Background: an optimization exercise with open tools, aiming at small area and a short achievable clock period. Do not read the settings as production practice.
Only simulation tests tie the RTL to the original design; equivalence was not proved.
No activity file was given, so power comes from the tool's default toggle rates.

<file path="design/flow/run.sh">
#!/bin/bash
# synth_recipe.tcl (not shown) runs the flow's synth.tcl, then flattens the netlist and writes it again
# the make line also repeats each setting of config.mk as NAME=value (left out here)
make -C /OpenROAD-flow-scripts/flow DESIGN_CONFIG=/design/flow/config.mk WORK_HOME=/design/flow/orfs CLKGATE_MAP_FILE= SYNTH_SCRIPT=/design/flow/synth_recipe.tcl finish
</file>
<file path="design/flow/config.mk">
export PLATFORM = sky130hd
export DESIGN_NAME = CAM
export DESIGN_NICKNAME = CAM
export VERILOG_FILES = /design/flow/design.v
export SDC_FILE = /design/flow/constraint.sdc
export NUM_CORES = 4
export LEC_CHECK = 0
export CAP_MARGIN = 20
export CORE_MARGIN = 2
export CORE_UTILIZATION = 40
export CTS_BUF_LIST = sky130_fd_sc_hd__clkbuf_8 sky130_fd_sc_hd__clkbuf_16
export CTS_CLUSTER_DIAMETER = 80
export CTS_CLUSTER_SIZE = 20
export SETUP_SLACK_MARGIN = 2.2
export SLEW_MARGIN = 20
export SYNTH_HIERARCHICAL = 1
export SYNTH_MINIMUM_KEEP_SIZE = 0
</file>
<file path="design/flow/constraint.sdc">
create_clock -name core_clock -period 4.5 [get_ports {clock}]
set_input_delay 0.9000 -clock core_clock [delete_from_list [all_inputs] [get_ports {clock}]]
set_output_delay 0.9000 -clock core_clock [all_outputs]
set_load 0.01 [all_outputs]
</file>
<file path="design/flow/design.v">
`timescale 1ns/1ns
module CAM #(parameter SIZE=32)(
	input 							clock, reset,
	input 							enable,
	input 							command,
	input[31:0]						data,
	input[$clog2(SIZE)-1:0]			write_idx,
	output reg[$clog2(SIZE)-1:0]	read_idx,
	output reg						hit
);
	localparam IW = $clog2(SIZE);	 
	wire wr = enable & command;
	wire rd = enable & ~command;
	reg [SIZE-1:0] valid;
	wire search = rd && !reset;		 
	wire [SIZE-1:0] z;				 
	wire [3:0] we_lo;
	wire [7:0] we_hi;
	wire [SIZE-1:0] we;
	genvar i;
	generate for (i = 0; i < 4; i = i + 1) begin : pl
		assign we_lo[i] = write_idx[1:0] == i;
	end
	for (i = 0; i < 8; i = i + 1) begin : ph
		assign we_hi[i] = !reset && wr && write_idx[4:2] == i;
	end
	for (i = 0; i < SIZE; i = i + 1) begin : e
		reg [31:0] word;
		CAM_and2 u_we (.a(we_lo[i % 4]), .b(we_hi[i / 4]), .y(we[i]));
		always @(posedge clock)
			if (we[i])
				word <= data;
		wire live;
		CAM_and2 u_live (.a(valid[i]), .b(search), .y(live));
		CAM_miss u_miss (.word(word), .key(data), .valid(live), .z(z[i]));
	end endgenerate
	wire			any;
	wire [IW-1:0]	first;
	CAM_first u_first (.z(z), .hit(any), .idx(first));
	always @(posedge clock) begin
		hit <= any;
		read_idx <= first;
	end
	always @(posedge clock)
		if (reset)
			valid <= 0;
		else if (wr)
			valid[write_idx] <= 1'b1;
endmodule
module CAM_miss(
	input [31:0]	word,
	input [31:0]	key,
	input			valid,
	output			z
);
	wire [31:0]	eq1;	 
	wire [15:0]	ne2;	 
	wire [7:0]	eq4;	 
	wire [3:0]	ne8;	 
	wire [1:0]	eq16;	 
	genvar j;
	generate for (j = 0; j < 32; j = j + 1) begin : b
		CAM_xnor2 u (.a(word[j]), .b(key[j]), .y(eq1[j]));
	end
	for (j = 0; j < 16; j = j + 1) begin : p
		CAM_nand2 u (.a(eq1[2*j]), .b(eq1[2*j+1]), .y(ne2[j]));
	end
	for (j = 0; j < 8; j = j + 1) begin : n
		CAM_nor2 u (.a(ne2[2*j]), .b(ne2[2*j+1]), .y(eq4[j]));
	end
	for (j = 0; j < 4; j = j + 1) begin : y
		CAM_nand2 u (.a(eq4[2*j]), .b(eq4[2*j+1]), .y(ne8[j]));
	end endgenerate
	CAM_nor2 u_h0 (.a(ne8[0]), .b(ne8[1]), .y(eq16[0]));
	CAM_nor2 u_h1 (.a(ne8[2]), .b(ne8[3]), .y(eq16[1]));
	CAM_nand3 u_w (.a(eq16[0]), .b(eq16[1]), .c(valid), .y(z));
endmodule
module CAM_first(
	input [31:0]	z,
	output			hit,	 
	output [4:0]	idx		 
);
	genvar i, l, b;
	generate for (l = 1; l <= 5; l = l + 1) begin : t
		localparam N = 32 >> l;
		wire [N-1:0] h;
		wire [N*l-1:0] x;
		for (i = 0; i < N; i = i + 1) begin : n
			wire cl, ch;	 
			wire [l-1:0] xo;
			if (l == 1) begin : c
				assign cl = z[2*i];
				assign ch = z[2*i+1];
			end else begin : c
				assign cl = t[l-1].h[2*i];
				assign ch = t[l-1].h[2*i+1];
			end
			if (l == 5) begin : o
				CAM_nand2 u_h (.a(cl), .b(ch), .y(h[i]));
				CAM_nor2b u_t (.a(ch), .b_n(cl), .y(xo[l-1]));
				for (b = 0; b < l - 1; b = b + 1) begin : m
					CAM_a21o u (.a1(cl), .a2(t[l-1].x[(2*i+1)*(l-1) + b]), .b1(t[l-1].x[(2*i)*(l-1) + b]), .y(xo[b]));
				end
			end else if (l % 2 == 1) begin : o
				CAM_nand2  u_h (.a(cl), .b(ch), .y(h[i]));
				CAM_nand2b u_t (.a_n(ch), .b(cl), .y(xo[l-1]));
				for (b = 0; b < l - 1; b = b + 1) begin : m
					CAM_a21oi u (.a1(cl), .a2(t[l-1].x[(2*i+1)*(l-1) + b]), .b1(t[l-1].x[(2*i)*(l-1) + b]), .y(xo[b]));
				end
			end else begin : o
				CAM_nor2  u_h (.a(cl), .b(ch), .y(h[i]));
				CAM_nor2b u_t (.a(cl), .b_n(ch), .y(xo[l-1]));
				for (b = 0; b < l - 1; b = b + 1) begin : m
					CAM_o21ai u (.a1(cl), .a2(t[l-1].x[(2*i+1)*(l-1) + b]), .b1(t[l-1].x[(2*i)*(l-1) + b]), .y(xo[b]));
				end
			end
			assign x[i*l +: l] = xo;
		end
	end endgenerate
	assign hit = t[5].h[0];
	assign idx = t[5].x[4:0];
endmodule
module CAM_xnor2(input a, input b, output y);
	assign y = ~(a ^ b);
endmodule
module CAM_nand3(input a, input b, input c, output y);
	assign y = ~(a & b & c);
endmodule
module CAM_and2(input a, input b, output y);
	assign y = a & b;
endmodule
module CAM_nor2(input a, input b, output y);
	assign y = ~(a | b);
endmodule
module CAM_nand2(input a, input b, output y);
	assign y = ~(a & b);
endmodule
module CAM_nand2b(input a_n, input b, output y);
	assign y = ~(~a_n & b);
endmodule
module CAM_nor2b(input a, input b_n, output y);
	assign y = ~a & b_n;
endmodule
module CAM_a21oi(input a1, input a2, input b1, output y);
	assign y = ~((a1 & a2) | b1);
endmodule
module CAM_o21ai(input a1, input a2, input b1, output y);
	assign y = ~((a1 | a2) & b1);
endmodule
module CAM_a21o(input a1, input a2, input b1, output y);
	assign y = (a1 & a2) | b1;
endmodule
</file>
==> flow_summary.json, run 1 <==
{
  "clkPwrFrac_pct": 31.8,
  "die_w_um": 343,
  "vias": 24700,
  "ctsHoldBuffers": 0,
  "fin_crit_ns": 2.35,
  "p_leak_nw": 16.2,
  "yosysWarningCount": 7,
  "dp_cells": 4979,
  "synth_compound_area_share_pct": 0.901,
  "clockBufferDepth": 3,
  "area_delta_synth_final_pct": 14.9,
  "p_seq_share_pct": 60.7,
  "grt_pass1_wl_mm": 154,
  "initial_utilization_pct": 40.2,
  "synth_adder_area_share_pct": 0.163,
  "min_path_type": "register to register",
  "crit_type": "primary input to register",
  "synth_xor_area_share_pct": 19.5,
  "synth_seq_area_share_pct": 68.6,
  "critPathRequiredTime_ns": 4.89,
  "cp-start-kind": "primary input",
  "worst_pin_slew_ns": 0.699,
  "intPower_w": 0.0139,
  "worst_setup_path_end_kind": "register",
  "n_antenna_cell": 0,
  "fp.coreArea_um2": 114000,
  "slew_viol_final": 0,
  "std_cell_rows": 124,
  "final_common_cell": "xnor2_1",
  "syn_area_per_cell_um2": 13.7,
  "wl_per_cell_um": 20.5,
  "cts.reportedPaths.clkPinSlew_ns": 0.08,
  "drive_above_1_share_pct": 11.2,
  "finalSetupViolations": 0,
  "pin_count": 47,
  "arrival_ns": 2.74,
  "hold_depth": 2,
  "combPwrFrac_pct": 7.5,
  "dieHeight_um": 343,
  "cts_sinks": 1062,
  "syn_nets": 3405,
  "syn-cell-area_um2": 45900,
  "status": "complete, no violations",
  "die_area_um2": 118000,
  "fillers": 10200,
  "async_flop_share_pct": 0,
  "hold_violations": 0,
  "maxCapViolations": 0,
  "slew_headroom_pct": 53.4,
  "final_cell_mix": "1025 x xnor2_1, 1024 x edfxtp_1, 650 x nand2_1",
  "root_buffer": "clkbuf_16",
  "grt_use_total_pct": 17.5,
  "fin_crit_sh_pct": 52.1,
  "ys_ff_latch": 1062,
  "viasPerCell": 4.80,
  "ir_drop_v": 0.000323,
  "hold_end": "valid[13]",
  "power_switching_w": 0.00396,
  "worstHoldStart": "valid[13]",
  "drtAntennaViolNets": 0,
  "drtIter0Drc": 1707,
  "nets": 3645,
  "synth-simple-area-share_pct": 10.4,
  "worst-r2r-cell-count": 11,
  "cts_tree": "built",
  "hpwlAfterDp_mm": 56.8,
  "ff2ff_setup_slack_ns": 2.48,
  "gp_congestion": 0.768,
  "rsz0062_at_grt": "true",
  "grt_max_degree": 46,
  "synth_edf_count": 1024,
  "synth_top_family_by_area": "XOR/XNOR gates",
  "r2r-start": "e[25].word[26]",
  "layout.cells.non_filler": 5144,
  "io_buffers": 46,
  "p_per_area_nw_per_um2": 339,
  "yosysUniqueCellTypes": 36,
  "synth_area_leaders": "edfxtp_1 67%, xnor2_1 20%, nand2_1 5.5%",
  "synthMuxAreaShare_pct": 0,
  "critPathMaxFanout": 37,
  "fin_skew_ns": 0.0472,
  "wirelength_mm": 105,
  "synth_top_area_share_pct": 66.9,
  "gr-total-overflow": 0,
  "drc": 0,
  "timing.critical_path.from": "reset",
  "cts_buffers": 61,
  "timing.fmax_ghz": 0.426,
  "htreeDepth": 2,
  "grt_pass1_vias": 24000,
  "antenna_found_initial": 5,
  "clock_latency_ns": 0.71,
  "finalSetupTns_ns": 0,
  "synth_top_flop_cell": "edfxtp_1",
  "postSynthCellCount": 3358,
  "timing.rr.end": "read_idx[0]",
  "synth_area_leader_cell": "edfxtp_1",
  "dr.pass1.iters": 5,
  "swShare_pct": 22.1
}
-- per-module statistics from Yosys (local to each module, per instance), excerpt --
| module | flops+latches | cells inside | cell area (µm²) |
|---|---|---|---|
| CAM | 1062 | 1190 | 32300 |
| CAM_o21ai | 0 | 1 | 5.00 |
| CAM_nand2b | 0 | 1 | 6.26 |
| CAM_a21o | 0 | 1 | 7.51 |
| CAM_a21oi | 0 | 1 | 8.76 |
| CAM_and2 | 0 | 1 | 6.26 |
| CAM_nand2 | 0 | 1 | 3.75 |
| CAM_nor2b | 0 | 1 | 13.8 |
| CAM_nand3 | 0 | 1 | 5.00 |
-- worst max-delay path by stage --
stage	end	slack, ns
after floorplan	e[4].word[0]	2.10
after global placement	e[5].word[9]	0.74
after detailed placement	e[5].word[13]	0.75
after CTS	e[3].word[4]	2.20
after global routing	e[3].word[14]	2.18
final	e[3].word[14]	2.15
-- sequential cells by signal, summed over array words and instances, names as in the netlist --
register and flops:
e.word 1024, valid 32, read_idx 5, hit 1
-- metrics by stage --
step | area [µm²] | hold WS, ns | setup slack, ns | util [%] | total power (W)
after floorplan | 46300 | 0.421 | 2.10 | - | 0.0117
after global placement | 49200 | 0.454 | 0.744 | 43.1 | 0.0123
after detailed placement | 49200 | 0.459 | 0.750 | 43.1 | 0.0123
after CTS | 52300 | 0.471 | 2.20 | 45.8 | 0.0181
after global routing | 52800 | 0.490 | 2.18 | 46.2 | 0.0186
final | 52800 | 0.473 | 2.15 | 46.2 | 0.0179
-- critical path, cell delays in order --
cell and delay, ns:
clkdlybuf4s15_2 0.33, buf_8 0.26, or3_4 0.47, nor3_4 0.24, buf_12 0.17, and2_4 0.16, buf_12 0.16
-- what timing repair did --
action / 4_1_cts / 5_1_grt
resized for setup: 205 / 78
endpoints found under the setup margin: 1068 / 277
pin swaps: 16 / 1
setup buffers: 24 / 2
gates cloned: 31 / 11
-- area by class of cell --
type | instances | area [µm²] | share of cell area, %
Multi-Input combinational cell | 2288 | 15100 | 28.6
Clock buffer | 63 | 1570 | 2.96
Inverter | 35 | 131 | 0.249
Clock inverter | 34 | 196 | 0.372
Sequential cell | 1062 | 31500 | 59.7
Tap cell | 1512 | 1890 | 3.58
Timing Repair Buffer | 150 | 2380 | 4.50
-- routing by layer --
layer / GRT usage (%) / up-vias / routed length (µm)
met1: 26.3 / 12300 / 51300
met4: 3.41 / 4 / 1680
met3: 2.62 / 114 / 5120
met2: 27.3 / 453 / 47400
met5: 0 / - / 27
li1: - / 11800 / -
-- power by group through the flow --
stage | Clock [W] | Combinational, W | Sequential [W]
floorplan | 0 | 0.000596 | 0.0111
global placement | 0 | 0.00119 | 0.0111
detailed placement | 0 | 0.00121 | 0.0111
CTS | 0.00590 | 0.00130 | 0.0109
global route | 0.00624 | 0.00147 | 0.0109
finish | 0.00569 | 0.00134 | 0.0109
-- Yosys cell counts (2+ instances only) --
cell type      count
dlygate4sd1_1      2
a21oi_2            8
a2bb2oi_1          2
xnor2_1         1025
edfxtp_1        1024
clkbuf_1           2
and2_1            65
o22ai_1           31
nand3_1           36
a21oi_1            3
a21o_1             4
nand2b_1          21
ha_1               6
dfxtp_1           38
inv_1             35
o21ai_0            2
nor4_1             4
nor2_1           338
nand3b_1           2
or3_4              2
nor3_1             2
nor2b_4           11
o21ai_1           14
nand2_1          669
-- kinds of logic after synthesis --
family / Yosys count
AO/OA/AOI/OAI: 65
flip-flops: 1062
AND/OR/NAND/NOR: 1158
XOR/XNOR: 1025
buffers and inverters: 42
adder cells (fa/ha/maj): 6
==> run 2, diff against run 1 <==
--- a/design/flow/config.mk
+++ b/design/flow/config.mk
@@ -12,5 +12,5 @@
 export CTS_CLUSTER_DIAMETER = 80
 export CTS_CLUSTER_SIZE = 20
-export SETUP_SLACK_MARGIN = 2.2
+export SETUP_SLACK_MARGIN = 2.4
 export SLEW_MARGIN = 20
 export SYNTH_HIERARCHICAL = 1
==> run 2 against run 1 <==
  * Clock skew decreased by 0.016 ns
  * Die area unchanged
  * Critical path depth grew 6
  * Synthesized area did not move
  * Cell count is 3.1% higher
  * Global-route usage up 2.3 points
  * Sequential share of layout area decreased by 4.2 points
  * Power rose by 2.4%
  * First-iteration DRC count increased by 64%
  * Largest power group unchanged
  * Wire length rose by 25%
  * Utilization is 3.5 points higher
  * Synthesized cell count unchanged
==> flow_summary.json, run 2 <==
{
  "status": "complete, no violations",
  "crit_type": "primary input to register",
  "min_path_type": "register to register",
  "cpPeakStageDelay_ns": 0.21,
  "area_delta_synth_final_pct": 23.6,
  "finalSetupTns_ns": 0,
  "rsz0062_at_grt": "true",
  "ys_ff_latch": 1062,
  "gp_congestion": 0.816,
  "clockBufferDepth": 3,
  "fin_crit_ns": 2.11,
  "crit_slowest_cell": "nor2_4",
  "yosysMostFrequentCell": "xnor2_1",
  "maxCapViolations": 0,
  "final_common_cell": "edfxtp_1",
  "dp_cells": 4981,
  "synth_top_area_share_pct": 66.9,
  "synth_top_flop_cell": "edfxtp_1",
  "postSynthCellCount": 3358,
  "syn-cell-area_um2": 45900,
  "hold_violations": 0,
  "ir_drop_v": 0.000317,
  "yosysUniqueCellTypes": 36,
  "synth_area_leaders": "edfxtp_1 67%, xnor2_1 20%, nand2_1 5.5%",
  "crit_buf_inv": 2,
  "crit_path_cell_trace": "buf_16 > buf_4 > xnor2_1 > nand2_1 > nor2_1 > nand2_1 > nor2_4 > nand3_1 > nand2b_1 > o21ai_1 > a21oi_2 > o21ai_2 > a21o_1",
  "drive_above_1_share_pct": 18.1,
  "top_regs": "e.word (1024), valid (32), read_idx (5)",
  "pin_count": 47,
  "fillers": 9681,
  "hpwlAfterDp_mm": 60.0,
  "cp_top_family": "simple AND/OR/NAND/NOR gates",
  "io_buffers": 46,
  "synth_seq_area_share_pct": 68.6,
  "timing.fmax_ghz": 0.473,
  "fin_skew_ns": 0.0308,
  "synth_edf_count": 1024,
  "cts.reportedPaths.clkPinSlew_ns": 0.09,
  "clock_latency_ns": 0.72,
  "critPathMaxFanout": 10,
  "fp.coreArea_um2": 114000,
  "layout.cells.non_filler": 5303,
  "critPathRequiredTime_ns": 5.12,
  "htreeDepth": 2,
  "wirelength_mm": 132,
  "largest_register": "e.word",
  "drc": 0,
  "die_area_um2": 118000,
  "p_leak_nw": 18.1,
  "yosysWarningCount": 7,
  "cts_sinks": 1062,
  "slew_viol_final": 0,
  "finalSetupViolations": 0,
  "drtIter0Drc": 2801,
  "root_buffer": "clkbuf_16",
  "cts_buffers": 60,
  "drtAntennaViolNets": 0,
  "antenna_found_initial": 8,
  "grt_use_total_pct": 19.9,
  "worst_pin_slew_ns": 0.495,
  "wl_per_cell_um": 24.9,
  "dieHeight_um": 343,
  "viasPerCell": 5.06,
  "arrival_ns": 2.74,
  "cts_tree": "built",
  "p_per_area_nw_per_um2": 323,
  "cp-start-kind": "primary input",
  "vias": 26800,
  "nets": 3795,
  "largest_register_ffs": 1024,
  "gr-total-overflow": 0,
  "dr.pass1.iters": 6,
  "grt_pass1_wl_mm": 171,
  "syn_area_per_cell_um2": 13.7,
  "synth_area_leader_cell": "edfxtp_1",
  "fin_crit_sh_pct": 47.0,
  "slew_headroom_pct": 66.6,
  "async_flop_share_pct": 0,
  "ctsHoldBuffers": 0,
  "grt_pass1_vias": 24500,
  "grt_max_degree": 40,
  "synth.top_cells.by_count": "1025 x xnor2_1, 1024 x edfxtp_1, 669 x nand2_1",
  "die_w_um": 343,
  "std_cell_rows": 124,
  "worst_setup_path_end_kind": "register",
  "syn_nets": 3405,
  "initial_utilization_pct": 40.2,
  "crit_top_cell": "nand2_1",
  "final_cell_mix": "1024 x edfxtp_1, 989 x xnor2_1, 631 x nand2_1"
}
run 2: cell count changes in the layout (fill, tap and decap cells not counted), moves of 14 or more:
cell / before / now
nor2_1: 292 / 236
buf_16: 12 / 50
nor2_4: 19 / 56
xnor2_1: 1025 / 989
clkbuf_16: 69 / 104
xnor2_2: 1 / 36
buf_4: 34 / 67
bufbuf_16: 1 / 20
nand2_1: 650 / 631
nor2_2: 27 / 46
buf_12: 56 / 74
nand2_2: 13 / 27
run 2: Yosys stat by module (local to each module, per instance), a selection:
module      area [µm²]  cells inside
CAM_nor2          3.75             1
CAM_nor2b         13.8             1
CAM_o21ai         5.00             1
CAM_nand3         5.00             1
CAM_xnor2         8.76             1
CAM_a21o          7.51             1
CAM_nand2         3.75             1
CAM_a21oi         8.76             1
CAM_and2          6.26             1
CAM              32300          1190
CAM_nand2b        6.26             1
run 2: per-stage QoR:
stage / hold WS (ns) / worst slack (ns) / power [W] / cell area (µm²) / utilization, %
5_1_grt: 0.445 / 2.33 / 0.0189 / 56800 / 49.7
4_1_cts: 0.472 / 2.35 / 0.0182 / 54100 / 47.4
3_3_place_gp: 0.455 / 0.906 / 0.0123 / 49200 / 43.1
3_5_place_dp: 0.458 / 0.954 / 0.0123 / 49200 / 43.1
6_report: 0.471 / 2.39 / 0.0183 / 56800 / 49.7
2_1_floorplan: 0.421 / 2.10 / 0.0117 / 46300 / -
run 2: tightest hold or removal path, delay by kind of cell, from the launching register on:
kind	cells	cell delay [ns]
buffers and inverters	1	0.04
DFF	1	0.31
AOI/OAI and AO/OA	1	0.07
run 2: path summary, 6_finish.rpt:
| kind | startpoint | endpoint | slack (ns) | cells after the start |
|---|---|---|---|---|
| setup / recovery | data[22] | read_idx[0] | 2.39 | 13 |
| hold / removal | valid[18] | valid[18] | 0.47 | 2 |
| setup reg to reg | e[11].word[30] | read_idx[0] | 2.48 | 11 |
| hold reg to reg | valid[18] | valid[18] | 0.47 | 2 |
run 2: where the power goes:
part           switching [W]  total (W)  internal [W]
clock                0.00324    0.00571       0.00247
sequential         0.0000149     0.0109        0.0108
combinational       0.000930    0.00174      0.000812
run 2: final cells by class:
cell class	count	area [µm²]	area share, %
Inverter	35	131	0.231
Antenna cell	2	5.00	0.00881
Clock inverter	42	198	0.348
Timing Repair Buffer	298	5600	9.86
Sequential cell	1062	31500	55.5
Clock buffer	61	1530	2.69
Tap cell	1512	1890	3.33
Multi-Input combinational cell	2291	15900	28.0
run 2: layer usage:
layer / routed length [µm] / track usage (%) / vias to the layer above
li1: - / - / 12200
met2: 61000 / 30.5 / 816
met3: 8510 / 2.81 / 133
met5: 51 / 0 / -
met1: 59900 / 30.4 / 13700
met4: 2540 / 3.47 / 8
run 2: cells by family after synthesis:
| group | share of synthesized area, % |
|---|---|
| AO/OA/AOI/OAI | 0.901 |
| XOR/XNOR | 19.5 |
| adder cells (fa/ha/maj) | 0.163 |
| buffers and inverters | 0.392 |
| flip-flops | 68.6 |
| AND/OR/NAND/NOR | 10.4 |
run 2: what timing repair did:
action	4_1_cts	5_1_grt
gates resized for setup	380	228
pin swaps	27	74
cloned	60	43
setup buffers	56	58
endpoints found under the setup margin	1068	676
==> run 3, diff against run 2 <==
--- a/design/flow/config.mk
+++ b/design/flow/config.mk
@@ -12,5 +12,6 @@
 export CTS_CLUSTER_DIAMETER = 80
 export CTS_CLUSTER_SIZE = 20
-export SETUP_SLACK_MARGIN = 2.4
+export PLACE_DENSITY = 0.7
+export SETUP_SLACK_MARGIN = 2.3
 export SLEW_MARGIN = 20
 export SYNTH_HIERARCHICAL = 1
==> run 3 against run 2 <==
  * Still clean
  * Combinational power shrank 14%
  * Utilization decreased by 2.6 points
  * Sequential power about the same
  * Synthesized area is the same
  * Hold slack got worse by 0.0051 ns
  * Cell count is 2.1% lower
  * Global-route usage down 2.8 points
  * Power down 2.5%
  * Worst setup slack worse by 0.10 ns
  * Synthesized cell count unchanged
  * Critical endpoint is now e[2].word[12]
  * Highest routed layer unchanged
==> flow_summary.json, run 3 <==
{
  "finalSetupTns_ns": 0,
  "synth_top_area_share_pct": 66.9,
  "top_regs": "e.word (1024), valid (32), read_idx (5)",
  "drc": 0,
  "io_buffers": 46,
  "fin_crit_ns": 2.22,
  "nets": 3673,
  "die_w_um": 343,
  "cts.reportedPaths.clkPinSlew_ns": 0.09,
  "timing.rr.end": "read_idx[0]",
  "clock_latency_ns": 0.69,
  "dieHeight_um": 343,
  "hpwlAfterDp_mm": 56.2,
  "synth_edf_count": 1024,
  "synth_top_flop_cell": "edfxtp_1",
  "drtAntennaViolNets": 0,
  "critPathMaxFanout": 8,
  "syn_area_per_cell_um2": 13.7,
  "worstSetupEndpoint": "e[2].word[12]",
  "initial_utilization_pct": 40.2,
  "slew_viol_final": 0,
  "timing.critical_path.from": "write_idx[2]",
  "combPwrFrac_pct": 8.3,
  "largest_register_ffs": 1024,
  "p_per_area_nw_per_um2": 332,
  "synth_area_leader_cell": "edfxtp_1",
  "gp_congestion": 0.865,
  "swShare_pct": 22.3,
  "fin_crit_sh_pct": 49.3,
  "clkPwrFrac_pct": 30.9,
  "clockBufferDepth": 3,
  "die_area_um2": 118000,
  "slew_headroom_pct": 64.3,
  "arrival_ns": 2.63,
  "wl_per_cell_um": 22.5,
  "drtIter0Drc": 3011,
  "yosysWarningCount": 7,
  "wirelength_mm": 117,
  "yosysUniqueCellTypes": 36,
  "cts_tree": "built",
  "multiInputGateArea_um2": 15300,
  "antenna_found_initial": 9,
  "synth.top_cells.by_count": "1025 x xnor2_1, 1024 x edfxtp_1, 669 x nand2_1",
  "worst_pin_slew_ns": 0.535,
  "yosysMostFrequentCell": "xnor2_1",
  "intPower_w": 0.0139,
  "fillers": 9904,
  "status": "complete, no violations",
  "postSynthCellCount": 3358,
  "power_switching_w": 0.00399,
  "root_buffer": "clkbuf_16",
  "final_cell_mix": "1024 x xnor2_1, 1024 x edfxtp_1, 652 x nand2_1",
  "rsz0062_at_grt": "true",
  "grt_pass1_wl_mm": 152,
  "drive_above_1_share_pct": 12.7,
  "p_seq_share_pct": 60.8,
  "vias": 26300,
  "worst-r2r-cell-count": 11,
  "fin_skew_ns": 0.0258,
  "cpPeakStageDelay_ns": 0.50,
  "viasPerCell": 5.07,
  "crit_path_cell_trace": "dlygate4sd2_1 > or3_4 > nor3_4 > buf_4 > and2_4 > buf_12",
  "fp.coreArea_um2": 114000,
  "ctsHoldBuffers": 0,
  "std_cell_rows": 124,
  "pin_count": 47,
  "async_flop_share_pct": 0,
  "gr-total-overflow": 0,
  "largest_register": "e.word",
  "p_leak_nw": 16.7,
  "cts_sinks": 1062,
  "r2r-start": "e[7].word[10]",
  "layout.cells.non_filler": 5190,
  "finalSetupViolations": 0,
  "maxCapViolations": 0,
  "grt_max_degree": 59,
  "htreeDepth": 2,
  "min_path_type": "register to register",
  "crit_type": "primary input to register",
  "worst_setup_path_end_kind": "register",
  "syn_nets": 3405,
  "syn-cell-area_um2": 45900,
  "crit_slowest_cell": "or3_4",
  "dp_cells": 4971,
  "critPathRequiredTime_ns": 4.91,
  "area_delta_synth_final_pct": 17.1,
  "synth_area_leaders": "edfxtp_1 67%, xnor2_1 20%, nand2_1 5.5%",
  "cts_buffers": 59,
  "ir_drop_v": 0.000319,
  "synth_seq_area_share_pct": 68.6,
  "dr.pass1.iters": 8,
  "cp-start-kind": "primary input",
  "seqCellArea_um2": 31500,
  "timing.fmax_ghz": 0.451,
  "grt_pass1_vias": 24400,
  "ff2ff_setup_slack_ns": 2.50,
  "hold_violations": 0,
  "grt_use_total_pct": 17.1,
  "ys_ff_latch": 1062
}
run 3: changes by cell type in the layout (fill, tap and decap cells not counted), moves of 17 or more:
cell | previous run | this run
buf_16 | 50 | 33
nand2_1 | 631 | 652
nand2_2 | 27 | 8
xnor2_1 | 989 | 1024
xnor2_2 | 36 | 1
clkbuf_16 | 104 | 87
nor2_1 | 236 | 262
buf_12 | 74 | 37
buf_4 | 67 | 35
run 3: power groups by stage:
stage	registers, W	logic [W]	clock network, W
floorplan	0.0111	0.000599	0
global placement	0.0111	0.00116	0
detailed placement	0.0111	0.00119	0
CTS	0.0109	0.00131	0.00563
global route	0.0109	0.00159	0.00594
finish	0.0109	0.00149	0.00551
run 3: per-stage QoR:
stage	total power (W)	hold slack, ns	area (µm²)	utilization (%)	worst slack, ns
2_1_floorplan	0.0117	0.421	46300	-	2.10
3_3_place_gp	0.0123	0.450	49200	43.1	0.999
3_5_place_dp	0.0123	0.453	49200	43.1	0.948
4_1_cts	0.0178	0.467	52500	45.9	2.22
5_1_grt	0.0184	0.486	53800	47.1	2.24
6_report	0.0179	0.466	53800	47.1	2.28
run 3: final cells by class:
class                           instances  area share (%)
Clock buffer                           59            2.74
Tap cell                             1512            3.52
Inverter                               35           0.244
Timing Repair Buffer                  181            5.96
Clock inverter                         52           0.409
Antenna cell                            2         0.00930
Multi-Input combinational cell       2287            28.5
Sequential cell                      1062            58.6
run 3: timing repair:
| item | in CTS | in global routing |
|---|---|---|
| setup endpoints to repair | 1068 | 810 |
| buffers inserted | 29 | 11 |
| cloned | 34 | 32 |
| resized for setup | 267 | 109 |
| pin swaps | 21 | 5 |
| endpoints found under the hold margin | 0 | 0 |
run 3: how the worst min path moves through the flow:
stage,startpoint,endpoint,slack [ns],cells after the start
3_3_place_gp,valid[0],valid[0],0.45,2
3_5_place_dp,valid[0],valid[0],0.45,2
2_1_floorplan,valid[0],valid[0],0.42,2
4_1_cts,valid[0],valid[0],0.47,2
6_report,valid[0],valid[0],0.47,2
5_1_grt,valid[21],valid[21],0.49,2
run 3: cells by family after synthesis:
family                     synth area share (%)
buffers and inverters                     0.392
xor gates and xnor gates                   19.5
DFF                                        68.6
and+or+nand+nor                            10.4
adders and majority gates                 0.163
AOI/OAI and AO/OA                         0.901
run 3: layer usage:
layer	track usage, %	vias to the layer above	share of wire (%)
met5	0	-	0.029
met4	3.68	6	1.7
met3	2.63	111	9.1
met2	26.9	1034	46
met1	25.2	13200	43
li1	-	11900	-
run 3: modules after synthesis, one instance, submodules excluded, a selection:
module,cell area [µm²],cells,flip-flops and latches
CAM_a21o,7.51,1,0
CAM_nand3,5.00,1,0
CAM_and2,6.26,1,0
CAM_xnor2,8.76,1,0
CAM_nand2b,6.26,1,0
CAM_nand2,3.75,1,0
CAM_nor2,3.75,1,0
CAM_a21oi,8.76,1,0
CAM_nor2b,13.8,1,0
CAM_o21ai,5.00,1,0
CAM,32300,1190,1062
run 3: critical path, delay by kind of cell:
family | cells | cell delay (ns)
and+or+nand+nor | 3 | 0.99
buffers and inverters | 3 | 0.73
==> run 4, diff against run 3 <==
--- a/design/flow/config.mk
+++ b/design/flow/config.mk
@@ -12,5 +12,4 @@
 export CTS_CLUSTER_DIAMETER = 80
 export CTS_CLUSTER_SIZE = 20
-export PLACE_DENSITY = 0.7
 export SETUP_SLACK_MARGIN = 2.3
 export SLEW_MARGIN = 20
==> run 4 against run 3 <==
  * Non-clock buffer count decreased by 11
  * Worst setup slack better by 0.035 ns
  * Power up 1.0%
  * Hold slack improved by 0.0030 ns
  * Still clean on timing, DRC and antenna
  * Cell area about the same
  * Fmax is 1.6% higher
==> flow_summary.json, run 4 <==
{
  "timing.fmax_ghz": 0.458,
  "slew_headroom_pct": 66.0,
  "drc": 0,
  "die_area_um2": 118000,
  "largest_register_ffs": 1024,
  "yosysWarningCount": 7,
  "crit_path_cell_trace": "buf_8 > buf_8 > xnor2_1 > nand2_1 > nor2_1 > nand2_1 > nor2_2 > nand3_2 > nand2_4 > nor2_4 > a21oi_2 > o21ai_1 > a21o_1",
  "gp_congestion": 0.824,
  "nets": 3677,
  "dr.pass1.iters": 5,
  "area_delta_synth_final_pct": 17.2,
  "crit_buf_inv": 2,
  "finalSetupTns_ns": 0,
  "wl_per_cell_um": 21.8,
  "final_cell_mix": "1024 x edfxtp_1, 1023 x xnor2_1, 652 x nand2_1",
  "fin_skew_ns": 0.0301,
  "crit_slowest_cell": "buf_8",
  "grt_use_total_pct": 18.0,
  "worst_pin_slew_ns": 0.510,
  "ir_drop_v": 0.000271,
  "cts_tree": "built",
  "drtIter0Drc": 2182,
  "p_per_area_nw_per_um2": 335,
  "min_path_type": "register to register",
  "synth_edf_count": 1024,
  "critPathMaxFanout": 21,
  "yosysUniqueCellTypes": 36,
  "grt_pass1_vias": 23800,
  "worst_setup_path_end_kind": "register",
  "vias": 25300,
  "drtAntennaViolNets": 0,
  "maxCapViolations": 0,
  "cpPeakStageDelay_ns": 0.21,
  "initial_utilization_pct": 40.2,
  "critPathRequiredTime_ns": 5.10,
  "hpwlAfterDp_mm": 58.5,
  "gr-total-overflow": 0,
  "cts_sinks": 1062,
  "ys_ff_latch": 1062,
  "synth_top_flop_cell": "edfxtp_1",
  "root_buffer": "clkbuf_16",
  "finalSetupViolations": 0,
  "grt_max_degree": 49,
  "synth_area_leaders": "edfxtp_1 67%, xnor2_1 20%, nand2_1 5.5%",
  "fp.coreArea_um2": 114000,
  "viasPerCell": 4.86,
  "syn_nets": 3405,
  "cts_buffers": 60,
  "fin_crit_sh_pct": 48.5,
  "wirelength_mm": 114,
  "antenna_found_initial": 8,
  "die_w_um": 343,
  "holdWs_ns": 0.469,
  "htreeDepth": 2,
  "grt_pass1_wl_mm": 157,
  "cp-start-kind": "primary input",
  "largest_register": "e.word",
  "final_common_cell": "edfxtp_1",
  "fin_crit_ns": 2.18,
  "slew_viol_final": 0,
  "status": "complete, no violations",
  "yosysMostFrequentCell": "xnor2_1",
  "clock_latency_ns": 0.70,
  "drive_above_1_share_pct": 12.6,
  "crit_type": "primary input to register",
  "postSynthCellCount": 3358,
  "hold_violations": 0,
  "cp_top_family": "simple AND/OR/NAND/NOR gates",
  "arrival_ns": 2.78,
  "pin_count": 47,
  "clockBufferDepth": 3,
  "ctsHoldBuffers": 0,
  "p_leak_nw": 16.7,
  "top_regs": "e.word (1024), valid (32), read_idx (5)",
  "syn-cell-area_um2": 45900,
  "io_buffers": 46,
  "std_cell_rows": 124,
  "async_flop_share_pct": 0,
  "cts.reportedPaths.clkPinSlew_ns": 0.09,
  "rsz0062_at_grt": "true",
  "synth_area_leader_cell": "edfxtp_1",
  "fillers": 10100,
  "synth.top_cells.by_count": "1025 x xnor2_1, 1024 x edfxtp_1, 669 x nand2_1",
  "dieHeight_um": 343,
  "synth_top_area_share_pct": 66.9,
  "synth_seq_area_share_pct": 68.6,
  "syn_area_per_cell_um2": 13.7
}
[run 4: worst paths after layout]
path                 start  depth (start not counted)  slack (ns)     endpoint
max               data[26]                         13        2.32  read_idx[1]
min              valid[17]                          2        0.47    valid[17]
max reg2reg  e[15].word[9]                         11        2.42  read_idx[0]
min reg2reg      valid[17]                          2        0.47    valid[17]
[run 4: logic make-up (layout without fill, tap and decap cells)]
kind of cell / count (synthesis) / after routing / share of synthesized area [%]
compound gates: 65 / 65 / 0.901
xor+xnor: 1025 / 1025 / 19.5
fa+ha+maj: 6 / 6 / 0.163
buf+inv: 42 / 317 / 0.392
flops: 1062 / 1062 / 68.6
other cells: 0 / 5 / 0
simple gates: 1158 / 1205 / 10.4
[run 4: worst reg2reg max path: cells and delay by family, from the launching register on]
family,cells,cell delay [ns]
AO/OA/AOI/OAI,4,0.51
XOR/XNOR,1,0.14
flip-flops,1,0.39
AND/OR/NAND/NOR,6,1.02
[run 4: layer usage]
metal | GRT usage, % | routed length [µm] | up-vias
met5 | 0.881 | 43 | -
met4 | 3.30 | 2000 | 6
met3 | 3.83 | 7750 | 117
met2 | 27.6 | 50900 | 580
met1 | 26.6 | 52800 | 12600
li1 | - | - | 11900
[run 4: cell type report]
class	instances	area (µm²)	area share, %
clock buffers	63	1550	2.89
repair buffers	170	3080	5.71
flip-flops and latches	1062	31500	58.6
inverters	35	131	0.244
well taps	1512	1890	3.51
multi-input cells	2301	15400	28.6
diodes	5	12.5	0.0232
clock inverters	49	233	0.432
[run 4: Yosys stat by module (local to each module, per instance), excerpt]
module | flip-flops and latches | cells | area, µm²
CAM_nor2b | 0 | 1 | 13.8
CAM_o21ai | 0 | 1 | 5.00
CAM | 1062 | 1190 | 32300
CAM_a21oi | 0 | 1 | 8.76
CAM_nand2 | 0 | 1 | 3.75
CAM_nor2 | 0 | 1 | 3.75
CAM_nand3 | 0 | 1 | 5.00
CAM_a21o | 0 | 1 | 7.51
CAM_xnor2 | 0 | 1 | 8.76
CAM_and2 | 0 | 1 | 6.26
[run 4: timing repair]
item | in CTS | in global routing
pin swaps | 21 | 3
resized for setup | 277 | 134
endpoints found under the setup margin | 1068 | 489
gates cloned | 52 | 18
buffers inserted | 26 | 4
[run 4: report_power, final]
group | leakage [nW] | internal (W) | switching, W
clock network | 1.04 | 0.00256 | 0.00319
registers | 9.52 | 0.0108 | 0.0000142
logic | 6.16 | 0.000626 | 0.000812
[run 4: through the flow]
stage / worst slack [ns] / total power [W] / instance area (µm²) / cells / util [%]
final: 2.32 / 0.0180 / 53800 / 5197 / 47.1
after detailed placement: 0.984 / 0.0123 / 49200 / 4980 / 43.1
after global placement: 0.991 / 0.0123 / 49200 / 4980 / 43.1
after global routing: 2.30 / 0.0187 / 53800 / 5196 / 47.1
after floorplan: 2.10 / 0.0117 / 46300 / 3358 / -
after CTS: 2.18 / 0.0181 / 52800 / 5170 / 46.2
==> run 5, diff against run 4 <==
--- a/design/flow/config.mk
+++ b/design/flow/config.mk
@@ -12,4 +12,5 @@
 export CTS_CLUSTER_DIAMETER = 80
 export CTS_CLUSTER_SIZE = 20
+export GPL_ROUTABILITY_DRIVEN = 0
 export SETUP_SLACK_MARGIN = 2.3
 export SLEW_MARGIN = 20
==> run 5 against run 4 <==
  * Still clean
  * Largest cell class unchanged
  * Utilization did not move
  * Via count did not move
  * Highest routed layer unchanged
  * Non-clock buffer count did not move
  * Cell count did not move
  * Synthesized cell count did not move
==> flow_summary.json, run 5 <==
{
  "final_common_cell": "edfxtp_1",
  "critPathMaxFanout": 21,
  "finalSetupTns_ns": 0,
  "synth_xor_area_share_pct": 19.5,
  "ir_drop_v": 0.000271,
  "synth_adder_area_share_pct": 0.163,
  "die_area_um2": 118000,
  "drtIter0Drc": 2182,
  "io_buffers": 46,
  "slew_viol_final": 0,
  "synth_area_leader_cell": "edfxtp_1",
  "pin_count": 47,
  "clockBufferDepth": 3,
  "swShare_pct": 22.3,
  "syn-cell-area_um2": 45900,
  "hold_violations": 0,
  "maxCapViolations": 0,
  "synth_top_family_by_area": "XOR/XNOR gates",
  "yosysMostFrequentCell": "xnor2_1",
  "fin_skew_ns": 0.0301,
  "synth.top_cells.by_count": "1025 x xnor2_1, 1024 x edfxtp_1, 669 x nand2_1",
  "wl_per_cell_um": 21.8,
  "die_w_um": 343,
  "finalSetupViolations": 0,
  "synth_area_leaders": "edfxtp_1 67%, xnor2_1 20%, nand2_1 5.5%",
  "p_per_area_nw_per_um2": 335,
  "arrival_ns": 2.78,
  "cts_sinks": 1062,
  "fin_crit_ns": 2.18,
  "largest_register_ffs": 1024,
  "final_cell_mix": "1024 x edfxtp_1, 1023 x xnor2_1, 652 x nand2_1",
  "cpPeakStageDelay_ns": 0.21,
  "wirelength_mm": 114,
  "ff2ff_setup_slack_ns": 2.42,
  "power_switching_w": 0.00401,
  "cts_tree": "built",
  "dieHeight_um": 343,
  "worst-r2r-cell-count": 11,
  "largest_register": "e.word",
  "slew_headroom_pct": 66.0,
  "grt_pass1_wl_mm": 157,
  "htreeDepth": 2,
  "intPower_w": 0.0140,
  "synth_compound_area_share_pct": 0.901,
  "gr-total-overflow": 0,
  "p_leak_nw": 16.7,
  "grt_max_degree": 49,
  "synth_top_flop_cell": "edfxtp_1",
  "p_seq_share_pct": 60.2,
  "min_path_type": "register to register",
  "status": "complete, no violations",
  "clock_latency_ns": 0.70,
  "async_flop_share_pct": 0,
  "synth_seq_area_share_pct": 68.6,
  "worst_setup_path_end_kind": "register",
  "rsz0062_at_grt": "true",
  "synth_top_area_share_pct": 66.9,
  "crit_type": "primary input to register",
  "crit_slowest_cell": "buf_8",
  "timing.fmax_ghz": 0.458,
  "yosysUniqueCellTypes": 36,
  "worstSetupEndpoint": "read_idx[1]",
  "synth-simple-area-share_pct": 10.4,
  "grt_pass1_vias": 23800,
  "grt_use_total_pct": 18.0,
  "yosysWarningCount": 7,
  "utilization_pct": 47.1,
  "cts_buffers": 60,
  "combPwrFrac_pct": 8.0,
  "hpwlAfterDp_mm": 58.5,
  "synthMuxAreaShare_pct": 0,
  "fin_crit_sh_pct": 48.5,
  "root_buffer": "clkbuf_16",
  "vias": 25300,
  "cts.reportedPaths.clkPinSlew_ns": 0.09,
  "drtAntennaViolNets": 0,
  "ctsHoldBuffers": 0,
  "crit_path_cell_trace": "buf_8 > buf_8 > xnor2_1 > nand2_1 > nor2_1 > nand2_1 > nor2_2 > nand3_2 > nand2_4 > nor2_4 > a21oi_2 > o21ai_1 > a21o_1",
  "timing.critical_path.from": "data[26]",
  "postSynthCellCount": 3358,
  "synth_edf_count": 1024,
  "top_regs": "e.word (1024), valid (32), read_idx (5)",
  "std_cell_rows": 124,
  "clkPwrFrac_pct": 31.8,
  "syn_area_per_cell_um2": 13.7,
  "nets": 3677,
  "syn_nets": 3405,
  "worst_pin_slew_ns": 0.510,
  "initial_utilization_pct": 40.2,
  "timing.rr.end": "read_idx[0]",
  "viasPerCell": 4.86,
  "r2r-start": "e[15].word[9]",
  "drive_above_1_share_pct": 12.6,
  "drc": 0,
  "area_delta_synth_final_pct": 17.2,
  "critPathRequiredTime_ns": 5.10,
  "dr.pass1.iters": 5,
  "fp.coreArea_um2": 114000,
  "cp-start-kind": "primary input",
  "ys_ff_latch": 1062,
  "antenna_found_initial": 8
}
[run 5: per-module statistics from Yosys (local to each module, per instance), excerpt]
module,copies in the design,cell area (µm²),flip-flops and latches
CAM,1,32300,1062
CAM_nor2b,11,13.8,0
CAM_a21oi,8,8.76,0
CAM_xnor2,1024,8.76,0
CAM_nand2b,20,6.26,0
CAM_and2,64,6.26,0
CAM_nand3,32,5.00,0
CAM_o21ai,14,5.00,0
CAM_nand2,661,3.75,0
CAM_nor2,330,3.75,0
[run 5: routing by layer]
layer	vias to the layer above	part of all wire, %	track usage [%]
li1	11900	-	-
met4	6	1.8	3.30
met2	580	45	27.6
met5	-	0.038	0.881
met3	117	6.8	3.83
met1	12600	47	26.6
[run 5: power by group through the flow]
stage | sequential (W) | clock (W) | combinational, W
floorplan | 0.0111 | 0 | 0.000599
global placement | 0.0111 | 0 | 0.00119
detailed placement | 0.0111 | 0 | 0.00120
CTS | 0.0109 | 0.00590 | 0.00134
global route | 0.0109 | 0.00624 | 0.00157
finish | 0.0109 | 0.00575 | 0.00144
[run 5: layout make-up]
type,instances,area [µm²]
antenna,5,12.5
clock buffer,63,1550
clock inverter,49,233
fill,10100,60400
inverter,35,131
multi-input combinational,2301,15400
sequential,1062,31500
tap,1512,1890
timing repair buffer,170,3080
[run 5: kinds of logic (layout without fill, tap and decap cells)]
group                      count (synthesis)  after routing
adders and majority gates                  6              6
and+or+nand+nor                         1158           1205
AOI/OAI and AO/OA                         65             65
other                                      0              5
DFF                                     1062           1062
xor gates and xnor gates                1025           1025
buffers and inverters                     42            317
[run 5: how the worst min path moves through the flow]
stage | slack [ns] | depth (start not counted) | start | end
floorplan | 0.42 | 2 | valid[0] | valid[0]
global placement | 0.45 | 2 | valid[17] | valid[17]
CTS | 0.47 | 2 | valid[17] | valid[17]
detailed placement | 0.46 | 2 | valid[17] | valid[17]
finish | 0.47 | 2 | valid[17] | valid[17]
global route | 0.48 | 1 | data[16] | e[15].word[16]
[run 5: worst max-delay path: cells and delay by family]
| family | cells | cell delay (ns) |
|---|---|---|
| AND/OR/NAND/NOR | 7 | 0.81 |
| XOR/XNOR | 1 | 0.14 |
| AO/OA/AOI/OAI | 3 | 0.48 |
| buffers and inverters | 2 | 0.41 |
[run 5: per-stage QoR]
step	power, W	setup WS (ns)	instances	instance area (µm²)	hold slack [ns]
2_1_floorplan	0.0117	2.10	3358	46300	0.421
3_3_place_gp	0.0123	0.991	4980	49200	0.453
3_5_place_dp	0.0123	0.984	4980	49200	0.458
4_1_cts	0.0181	2.18	5170	52800	0.471
5_1_grt	0.0187	2.30	5196	53800	0.479
6_report	0.0180	2.32	5197	53800	0.469
[run 5: timing repair]
action,4_1_cts,5_1_grt
pin swaps,21,3
gates resized for setup,277,134
endpoints found under the setup margin,1068,489
buffers inserted,26,4
cloned,52,18
==> run 6, diff against run 5 <==
--- a/design/flow/config.mk
+++ b/design/flow/config.mk
@@ -6,5 +6,5 @@
 export NUM_CORES = 4
 export LEC_CHECK = 0
-export CAP_MARGIN = 20
+export CAP_MARGIN = 10
 export CORE_MARGIN = 2
 export CORE_UTILIZATION = 40
@@ -12,7 +12,6 @@
 export CTS_CLUSTER_DIAMETER = 80
 export CTS_CLUSTER_SIZE = 20
-export GPL_ROUTABILITY_DRIVEN = 0
 export SETUP_SLACK_MARGIN = 2.3
-export SLEW_MARGIN = 20
+export SLEW_MARGIN = 10
 export SYNTH_HIERARCHICAL = 1
 export SYNTH_MINIMUM_KEEP_SIZE = 0
==> run 6 against run 5 <==
  * Global-route usage unchanged
  * Die area unchanged
  * Critical path type unchanged
  * Still clean on timing, DRC and antenna
  * Register-to-register slack about the same
  * Largest cell class unchanged
  * Highest routed layer unchanged
==> flow_summary.json, run 6 <==
{
  "syn_nets": 3405,
  "die_w_um": 343,
  "critPathMaxFanout": 21,
  "yosysUniqueCellTypes": 36,
  "fin_crit_sh_pct": 48.5,
  "gp_congestion": 0.824,
  "root_buffer": "clkbuf_16",
  "drtIter0Drc": 2182,
  "p_per_area_nw_per_um2": 335,
  "area_delta_synth_final_pct": 17.2,
  "dr.pass1.iters": 5,
  "clockBufferDepth": 3,
  "synth_area_leaders": "edfxtp_1 67%, xnor2_1 20%, nand2_1 5.5%",
  "grt_pass1_vias": 23800,
  "io_buffers": 46,
  "use_met1_pct": 26.6,
  "syn-cell-area_um2": 45900,
  "die_area_um2": 118000,
  "grt_pass1_wl_mm": 157,
  "syn_area_per_cell_um2": 13.7,
  "dieHeight_um": 343,
  "ctsHoldBuffers": 0,
  "synth_top_area_share_pct": 66.9,
  "fin_crit_ns": 2.18,
  "worstHoldStart": "valid[17]",
  "layout.cells.non_filler": 5197,
  "nets": 3677,
  "crit_slowest_cell": "buf_8",
  "use_met2_pct": 27.6,
  "pin_count": 47,
  "slew_viol_final": 0,
  "ys_ff_latch": 1062,
  "drive_above_1_share_pct": 12.6,
  "antenna_found_initial": 8,
  "initial_utilization_pct": 40.2,
  "seqCellArea_um2": 31500,
  "fp.coreArea_um2": 114000,
  "yosysMostFrequentCell": "xnor2_1",
  "p_leak_nw": 16.7,
  "cts_tree": "built",
  "cp_top_family": "simple AND/OR/NAND/NOR gates",
  "cpPeakStageDelay_ns": 0.21,
  "maxCapViolations": 0,
  "grt_max_degree": 49,
  "gr-total-overflow": 0,
  "crit_path_cell_trace": "buf_8 > buf_8 > xnor2_1 > nand2_1 > nor2_1 > nand2_1 > nor2_2 > nand3_2 > nand2_4 > nor2_4 > a21oi_2 > o21ai_1 > a21o_1",
  "synth_top_flop_cell": "edfxtp_1",
  "top_regs": "e.word (1024), valid (32), read_idx (5)",
  "yosysWarningCount": 7,
  "holdWs_ns": 0.469,
  "hold_violations": 0,
  "viasPerCell": 4.86,
  "async_flop_share_pct": 0,
  "clock_latency_ns": 0.70,
  "synth.top_cells.by_count": "1025 x xnor2_1, 1024 x edfxtp_1, 669 x nand2_1",
  "grt_util_met3_pct": 3.83,
  "fillers": 10100,
  "rsz0062_at_grt": "true",
  "htreeDepth": 2,
  "cts_buffers": 60,
  "final_cell_mix": "1024 x edfxtp_1, 1023 x xnor2_1, 652 x nand2_1",
  "crit_buf_inv": 2,
  "vias": 25300,
  "arrival_ns": 2.78,
  "finalSetupViolations": 0,
  "fin_skew_ns": 0.0301,
  "r2r-start": "e[15].word[9]",
  "synth_seq_area_share_pct": 68.6,
  "grt-busiest-layer": "met2",
  "synth_edf_count": 1024,
  "wl_per_cell_um": 21.8,
  "status": "complete, no violations",
  "crit_type": "primary input to register",
  "drc": 0,
  "finalSetupTns_ns": 0,
  "min_path_type": "register to register",
  "cts_sinks": 1062,
  "synth_area_leader_cell": "edfxtp_1",
  "slew_headroom_pct": 66.0,
  "drtAntennaViolNets": 0,
  "fin_ws_ns": 2.32,
  "ir_drop_v": 0.000271,
  "final_common_cell": "edfxtp_1",
  "largest_register_ffs": 1024,
  "hpwlAfterDp_mm": 58.5,
  "pre_cts_ws_ns": 0.984,
  "largest_register": "e.word",
  "dp_cells": 4980,
  "postSynthCellCount": 3358,
  "worst_setup_path_end_kind": "register",
  "worst_pin_slew_ns": 0.510,
  "cts.reportedPaths.clkPinSlew_ns": 0.09,
  "utilization_pct": 47.1,
  "critPathRequiredTime_ns": 5.10,
  "grt_use_total_pct": 18.0,
  "wirelength_mm": 114,
  "cp-start-kind": "primary input",
  "timing.fmax_ghz": 0.458,
  "multiInputGateArea_um2": 15400,
  "std_cell_rows": 124,
  "timing.critical_path.from": "data[26]"
}
run 6: cell counts in the layout (fill, tap and decap cells not counted):
Identical to the previous run, type by type.
run 6: final cells by class:
cell class                      count  area share (%)
Tap cell                         1512            3.51
Antenna cell                        5          0.0232
Sequential cell                  1062            58.6
Timing Repair Buffer              170            5.71
Multi-Input combinational cell   2301            28.6
Clock inverter                     49           0.432
Inverter                           35           0.244
Clock buffer                       63            2.89
run 6: power breakdown:
part           total [W]  switching [W]  internal [W]
clock            0.00575        0.00319       0.00256
combinational    0.00144       0.000812      0.000626
sequential        0.0109      0.0000142        0.0108
total             0.0180        0.00401        0.0140
run 6: per-module statistics from Yosys, one instance, submodules excluded, a selection:
module	cells	times used	flip-flops and latches	cell area [µm²]
CAM_o21ai	1	14	0	5.00
CAM_nand3	1	32	0	5.00
CAM_xnor2	1	1024	0	8.76
CAM_nor2	1	330	0	3.75
CAM_nand2	1	661	0	3.75
CAM	1190	1	1062	32300
run 6: repair_timing:
item	4_1_cts	5_1_grt
resized for setup	277	134
endpoints found under the setup margin	1068	489
buffers inserted	26	4
hold endpoints to repair	0	0
gates cloned	52	18
pin swaps	21	3
run 6: worst min-delay path, delay by kind of cell, from the launching register on:
family / cells / cell delay, ns
buffers and inverters: 1 / 0.04
AOI/OAI and AO/OA: 1 / 0.07
DFF: 1 / 0.31
run 6: kinds of logic (layout without fill, tap and decap cells):
logic type / Yosys count / after routing / synth area share (%)
adder cells (fa/ha/maj): 6 / 6 / 0.163
AO/OA/AOI/OAI: 65 / 65 / 0.901
AND/OR/NAND/NOR: 1158 / 1205 / 10.4
other: 0 / 5 / 0
buffers and inverters: 42 / 317 / 0.392
XOR/XNOR: 1025 / 1025 / 19.5
flip-flops: 1062 / 1062 / 68.6
run 6: final timing paths:
kind              slack (ns)           to  depth (start not counted)
hold / removal          0.47    valid[17]                          2
setup / recovery        2.32  read_idx[1]                         13
setup reg to reg        2.42  read_idx[0]                         11
hold reg to reg         0.47    valid[17]                          2
run 6: metal layers:
metal  wire length [µm]  part of all wire, %
met1              52800                   47
met2              50900                   45
met3               7750                  6.8
met4               2000                  1.8
met5                 43                0.038
run 6: metrics by stage:
stage	instance area (µm²)	power, W
final	53800	0.0180
after global routing	53800	0.0187
after CTS	52800	0.0181
after detailed placement	49200	0.0123
after global placement	49200	0.0123
after floorplan	46300	0.0117
==> run 7, diff against run 6 <==
==> design/flow/config.mk (replaced) <==
export PLATFORM = sky130hd
export DESIGN_NAME = CAM
export DESIGN_NICKNAME = CAM
export VERILOG_FILES = /design/flow/design.v
export SDC_FILE = /design/flow/constraint.sdc
export NUM_CORES = 4
export LEC_CHECK = 0
export CAP_MARGIN = 20
export CORE_MARGIN = 2
export CORE_UTILIZATION = 40
export CTS_BUF_LIST = sky130_fd_sc_hd__clkbuf_4 sky130_fd_sc_hd__clkbuf_8
export CTS_CLUSTER_DIAMETER = 80
export CTS_CLUSTER_SIZE = 16
export SETUP_SLACK_MARGIN = 2.3
export SLEW_MARGIN = 20
export SYNTH_HIERARCHICAL = 1
export SYNTH_MINIMUM_KEEP_SIZE = 0
==> run 7 against run 6 <==
  * Still clean
  * Via count fell by 0.71%
  * Hold slack worse by 0.0041 ns
  * Sequential share of layout area is 0.42 points higher
  * Cell count increased by 0.69%
  * Global-route usage is 0.24 points higher
  * Critical path depth down 9
==> flow_summary.json, run 7 <==
{
  "status": "complete, no violations",
  "ctsHoldBuffers": 0,
  "drtIter0Drc": 1860,
  "gp_congestion": 0.824,
  "cp.depth": 4,
  "fp.coreArea_um2": 114000,
  "final_common_cell": "xnor2_1",
  "postSynthCellCount": 3358,
  "synth.top_cells.by_count": "1025 x xnor2_1, 1024 x edfxtp_1, 669 x nand2_1",
  "timing.fmax_ghz": 0.449,
  "crit_path_cell_trace": "dlygate4sd2_1 > nand2_1 > nor2_4 > and2_4",
  "fin_crit_ns": 2.23,
  "placedInstanceArea_um2": 49200,
  "cts.reportedPaths.clkPinSlew_ns": 0.11,
  "wl_per_cell_um": 20.8,
  "hold_violations": 0,
  "worstHoldStart": "data[30]",
  "gr-total-overflow": 0,
  "rsz0062_at_grt": "true",
  "vias": 25100,
  "die_w_um": 343,
  "fin_ws_ns": 2.27,
  "cp_top_family": "simple AND/OR/NAND/NOR gates",
  "power.total_w": 0.0173,
  "synth_seq_area_share_pct": 68.6,
  "drtAntennaViolNets": 0,
  "crit_slowest_cell": "dlygate4sd2_1",
  "syn-cell-area_um2": 45900,
  "fin_skew_ns": 0.0511,
  "cpPeakStageDelay_ns": 0.68,
  "layout.cells.non_filler": 5233,
  "initial_utilization_pct": 40.2,
  "root_buffer": "clkbuf_8",
  "p_leak_nw": 16.4,
  "pre_cts_ws_ns": 0.984,
  "dp_cells": 4980,
  "final_area_um2": 53500,
  "clock_latency_ns": 0.76,
  "syn_area_per_cell_um2": 13.7,
  "cp-start-kind": "primary input",
  "cts_buffers": 78,
  "fin_crit_sh_pct": 49.5,
  "syn_nets": 3405,
  "clockBufferDepth": 3,
  "synth_area_leaders": "edfxtp_1 67%, xnor2_1 20%, nand2_1 5.5%",
  "grt_pass1_wl_mm": 160,
  "yosysUniqueCellTypes": 36,
  "slew_headroom_pct": 50.4,
  "crit_type": "primary input to register",
  "drc": 0,
  "ir_drop_v": 0.000193,
  "worst_pin_slew_ns": 0.744,
  "maxCapViolations": 0,
  "die_area_um2": 118000,
  "nets": 3716,
  "worst_setup_path_end_kind": "register",
  "final_cell_mix": "1025 x xnor2_1, 1024 x edfxtp_1, 652 x nand2_1",
  "p_per_area_nw_per_um2": 324,
  "slew_viol_final": 0,
  "wirelength_mm": 109,
  "antenna_found_initial": 8,
  "io_buffers": 46,
  "htreeDepth": 3,
  "synth_edf_count": 1024,
  "grt_pass1_vias": 24100,
  "critPathMaxFanout": 16,
  "arrival_ns": 2.65,
  "largest_register": "e.word",
  "worst-r2r-cell-count": 11,
  "largest_register_ffs": 1024,
  "grt_use_total_pct": 18.3,
  "hold_depth": 1,
  "drive_above_1_share_pct": 14.1,
  "std_cell_rows": 124,
  "finalSetupViolations": 0,
  "yosysWarningCount": 7,
  "synth_top_flop_cell": "edfxtp_1",
  "cts_sinks": 1062,
  "yosysMostFrequentCell": "xnor2_1",
  "finalSetupTns_ns": 0,
  "dr.pass1.iters": 5,
  "synth_top_area_share_pct": 66.9,
  "fillers": 10100,
  "area_delta_synth_final_pct": 16.3,
  "grt_max_degree": 49,
  "min_path_type": "primary input to register",
  "async_flop_share_pct": 0,
  "hpwlAfterDp_mm": 58.5,
  "cts_tree": "built",
  "timing.critical_path.from": "write_idx[3]",
  "viasPerCell": 4.80,
  "r2r-start": "e[15].word[9]",
  "critPathRequiredTime_ns": 4.93,
  "ys_ff_latch": 1062,
  "crit_buf_inv": 1,
  "synth_area_leader_cell": "edfxtp_1",
  "dieHeight_um": 343,
  "top_regs": "e.word (1024), valid (32), read_idx (5)",
  "pin_count": 47
}
==> run 7: cell counts after synthesis <==
Identical to the previous run, type by type.
==> run 7: final timing paths <==
path	endpoint	slack [ns]
hold reg to reg	valid[21]	0.47
hold / removal	e[17].word[30]	0.47
setup / recovery	e[25].word[23]	2.27
setup reg to reg	read_idx[0]	2.46
==> run 7: power breakdown <==
group / leakage (nW) / internal, W / total [W] / switching, W
logic: 6.14 / 0.000568 / 0.00134 / 0.000774
registers: 9.52 / 0.0108 / 0.0109 / 0.0000142
clock network: 0.776 / 0.00201 / 0.00513 / 0.00312
==> run 7: stage by stage <==
step,hold slack (ns),util [%]
6_report,0.465,46.8
5_1_grt,0.406,46.8
2_1_floorplan,0.421,-
3_3_place_gp,0.453,43.1
4_1_cts,0.434,46.3
3_5_place_dp,0.458,43.1
==> run 7: cell families after synthesis <==
group,share of synthesized area [%]
and+or+nand+nor,10.4
xor gates and xnor gates,19.5
adders and majority gates,0.163
DFF,68.6
buffers and inverters,0.392
AOI/OAI and AO/OA,0.901
==> run 7: repair_timing <==
item / 4_1_cts / 5_1_grt
pin swaps: 25 / 0
gates resized for setup: 219 / 110
setup buffers: 66 / 3
endpoints found under the setup margin: 1068 / 100
gates cloned: 47 / 5
==> run 7: Yosys stat by module, one instance, submodules excluded, excerpt <==
module / cell area [µm²] / cells / copies in the design / flip-flops and latches
CAM_and2: 6.26 / 1 / 64 / 0
CAM_xnor2: 8.76 / 1 / 1024 / 0
CAM_nand3: 5.00 / 1 / 32 / 0
CAM: 32300 / 1190 / 1 / 1062
CAM_o21ai: 5.00 / 1 / 14 / 0
CAM_nor2: 3.75 / 1 / 330 / 0
==> run 7: metal layers <==
metal / vias up / wire length [µm] / part of all wire, % / track usage (%)
met3: 106 / 5550 / 5.1 / 2.88
met4: 8 / 1540 / 1.4 / 3.30
li1: 12000 / - / - / -
met5: - / 54 / 0.050 / 0
met1: 12500 / 52900 / 49 / 27.5
met2: 479 / 48900 / 45 / 28.2
==> run 7: final cells by class <==
type	instances	area (µm²)	share of cell area, %
flip-flops and latches	1062	31500	59.0
multi-input cells	2297	15300	28.5
repair buffers	195	3150	5.90
well taps	1512	1890	3.54
clock buffers	118	1400	2.62
inverters	35	131	0.246
clock inverters	9	82.6	0.154
diodes	5	12.5	0.0234
==> run 8, diff against run 7 <==
--- a/design/flow/config.mk
+++ b/design/flow/config.mk
@@ -9,7 +9,7 @@
 export CORE_MARGIN = 2
 export CORE_UTILIZATION = 40
-export CTS_BUF_LIST = sky130_fd_sc_hd__clkbuf_4 sky130_fd_sc_hd__clkbuf_8
+export CTS_BUF_LIST = sky130_fd_sc_hd__clkbuf_8
 export CTS_CLUSTER_DIAMETER = 80
-export CTS_CLUSTER_SIZE = 16
+export CTS_CLUSTER_SIZE = 15
 export SETUP_SLACK_MARGIN = 2.3
 export SLEW_MARGIN = 20
==> run 8 against run 7 <==
  * Critical path depth is 3 lower
  * Still clean on timing, DRC and antenna
  * Critical path type is now register to output port
  * Power is 1.0% lower
  * Non-clock buffer count is 6 lower
  * Clock power is 4% lower
==> flow_summary.json, run 8 <==
{
  "syn_area_per_cell_um2": 13.7,
  "grt_max_degree": 49,
  "critPathRequiredTime_ns": 3.60,
  "std_cell_rows": 124,
  "p_per_area_nw_per_um2": 321,
  "crit_type": "register to output port",
  "worst_setup_path_end_kind": "output port",
  "fp.coreArea_um2": 114000,
  "top_regs": "e.word (1024), valid (32), read_idx (5)",
  "r2r-start": "e[15].word[9]",
  "htreeDepth": 3,
  "synth_edf_count": 1024,
  "pin_count": 47,
  "root_buffer": "clkbuf_8",
  "ff2ff_setup_slack_ns": 2.45,
  "fin_crit_sh_pct": 48.8,
  "synth_seq_area_share_pct": 68.6,
  "cts_sinks": 1062,
  "hold_violations": 0,
  "rsz0062_at_grt": "true",
  "cpPeakStageDelay_ns": 0.42,
  "yosysMostFrequentCell": "xnor2_1",
  "final_common_cell": "xnor2_1",
  "clock_latency_ns": 0.76,
  "synth_top_flop_cell": "edfxtp_1",
  "layout.cells.non_filler": 5226,
  "crit_buf_inv": 1,
  "hpwlAfterDp_mm": 58.5,
  "fin_crit_ns": 2.20,
  "slew_headroom_pct": 63.1,
  "io_buffers": 46,
  "gr-total-overflow": 0,
  "p_leak_nw": 16.5,
  "hold_depth": 1,
  "cp-start-kind": "register",
  "antenna_found_initial": 9,
  "drc": 0,
  "nets": 3716,
  "ys_ff_latch": 1062,
  "fin_skew_ns": 0.0621,
  "final_cell_mix": "1025 x xnor2_1, 1024 x edfxtp_1, 652 x nand2_1",
  "grt_pass1_vias": 24300,
  "arrival_ns": 1.30,
  "finalSetupTns_ns": 0,
  "async_flop_share_pct": 0,
  "yosysWarningCount": 7,
  "crit_path_cell_trace": "buf_6",
  "wl_per_cell_um": 21.2,
  "dieHeight_um": 343,
  "worst-r2r-cell-count": 11,
  "cts_buffers": 82,
  "yosysUniqueCellTypes": 36,
  "timing.fmax_ghz": 0.455,
  "area_delta_synth_final_pct": 16.4,
  "cts.reportedPaths.clkPinSlew_ns": 0.11,
  "cts_tree": "built",
  "timing.rr.end": "read_idx[0]",
  "synth_area_leaders": "edfxtp_1 67%, xnor2_1 20%, nand2_1 5.5%",
  "drive_above_1_share_pct": 13.2,
  "gp_congestion": 0.824,
  "wirelength_mm": 111,
  "viasPerCell": 4.86,
  "synth.top_cells.by_count": "1025 x xnor2_1, 1024 x edfxtp_1, 669 x nand2_1",
  "syn_nets": 3405,
  "postSynthCellCount": 3358,
  "cp_top_family": "flip-flops",
  "clockBufferDepth": 3,
  "grt_pass1_wl_mm": 161,
  "holdWs_ns": 0.462,
  "ctsHoldBuffers": 0,
  "hold_end": "e[26].word[21]",
  "min_path_type": "primary input to register",
  "drtAntennaViolNets": 0,
  "largest_register": "e.word",
  "fillers": 10200,
  "slew_viol_final": 0,
  "dp_cells": 4980,
  "ir_drop_v": 0.000202,
  "drtIter0Drc": 2284,
  "final_area_um2": 53500,
  "grt_use_total_pct": 18.5,
  "initial_utilization_pct": 40.2,
  "finalSetupViolations": 0,
  "synth_area_leader_cell": "edfxtp_1",
  "syn-cell-area_um2": 45900,
  "status": "complete, no violations",
  "die_w_um": 343,
  "dr.pass1.iters": 5,
  "worst_pin_slew_ns": 0.553,
  "maxCapViolations": 0,
  "worstHoldStart": "data[21]",
  "critPathMaxFanout": 1,
  "synth_top_area_share_pct": 66.9,
  "largest_register_ffs": 1024,
  "die_area_um2": 118000,
  "placedInstanceArea_um2": 49200,
  "crit_slowest_cell": "dfxtp_4",
  "vias": 25400
}
[run 8: worst max-delay path by stage]
stage | depth (start not counted) | start | end | slack, ns
after floorplan | 9 | reset | read_idx[0] | 2.10
after global placement | 7 | write_idx[0] | valid[8] | 0.99
after detailed placement | 7 | write_idx[0] | valid[5] | 0.98
after CTS | 1 | read_idx[2] | read_idx[2] | 2.23
after global routing | 1 | read_idx[3] | read_idx[3] | 2.26
final | 1 | read_idx[3] | read_idx[3] | 2.30
[run 8: timing repair]
item,4_1_cts,5_1_grt
gates resized for setup,247,114
cloned,49,7
buffers inserted,61,0
endpoints found under the setup margin,1068,151
pin swaps,24,1
[run 8: kinds of logic (layout without fill, tap and decap cells)]
family	Yosys count	in the layout	share of synthesized area (%)
other	0	3	0
adders and majority gates	6	6	0.163
xor gates and xnor gates	1025	1026	19.5
AOI/OAI and AO/OA	65	65	0.901
DFF	1062	1062	68.6
and+or+nand+nor	1158	1202	10.4
buffers and inverters	42	350	0.392
[run 8: report_power, final]
group          leakage (nW)  internal (W)  switching (W)  total [W]
registers              9.52        0.0108      0.0000142     0.0109
logic                  6.18      0.000584       0.000780    0.00136
clock network         0.828       0.00180        0.00313    0.00493
total                  16.5        0.0132        0.00392     0.0171
[run 8: layer usage]
metal	share of wire, %	global-route usage, %	wire length (µm)
met5	0.036	0	40
met4	1.3	3.49	1430
met3	6.7	3.12	7430
met2	45	28.2	49400
met1	47	27.9	52300
[run 8: final cells by class]
cell class              count  area, µm²  area share, %
flip-flops and latches   1062      31500           59.0
multi-input cells        2299      15300           28.6
repair buffers            189       3230           6.05
well taps                1512       1890           3.54
clock buffers              84       1160           2.16
clock inverters            42        214          0.400
inverters                  35        131          0.246
diodes                      3       7.51         0.0140
[run 8: Yosys stat by module (local to each module, per instance), excerpt]
module	times used	cells	cell area (µm²)	flops+latches
CAM	1	1190	32300	1062
CAM_and2	64	1	6.26	0
CAM_o21ai	14	1	5.00	0
CAM_nand2	661	1	3.75	0
CAM_a21o	4	1	7.51	0
CAM_nand3	32	1	5.00	0
[run 8: stage by stage]
step           utilization [%]  total power, W  setup slack, ns
4_1_cts                   46.3          0.0173             2.23
3_3_place_gp              43.1          0.0123            0.991
3_5_place_dp              43.1          0.0123            0.984
5_1_grt                   46.8          0.0178             2.26
2_1_floorplan                -          0.0117             2.10
6_report                  46.8          0.0171             2.30

Setup slack of run 8, layout unchanged: 2.303 ns with ideal ports, 2.237 ns with driving cells assumed (clock clkbuf_16, inputs buf_2), 1.445 ns with port delays also shifted by the 0.793 ns mid clock arrival.
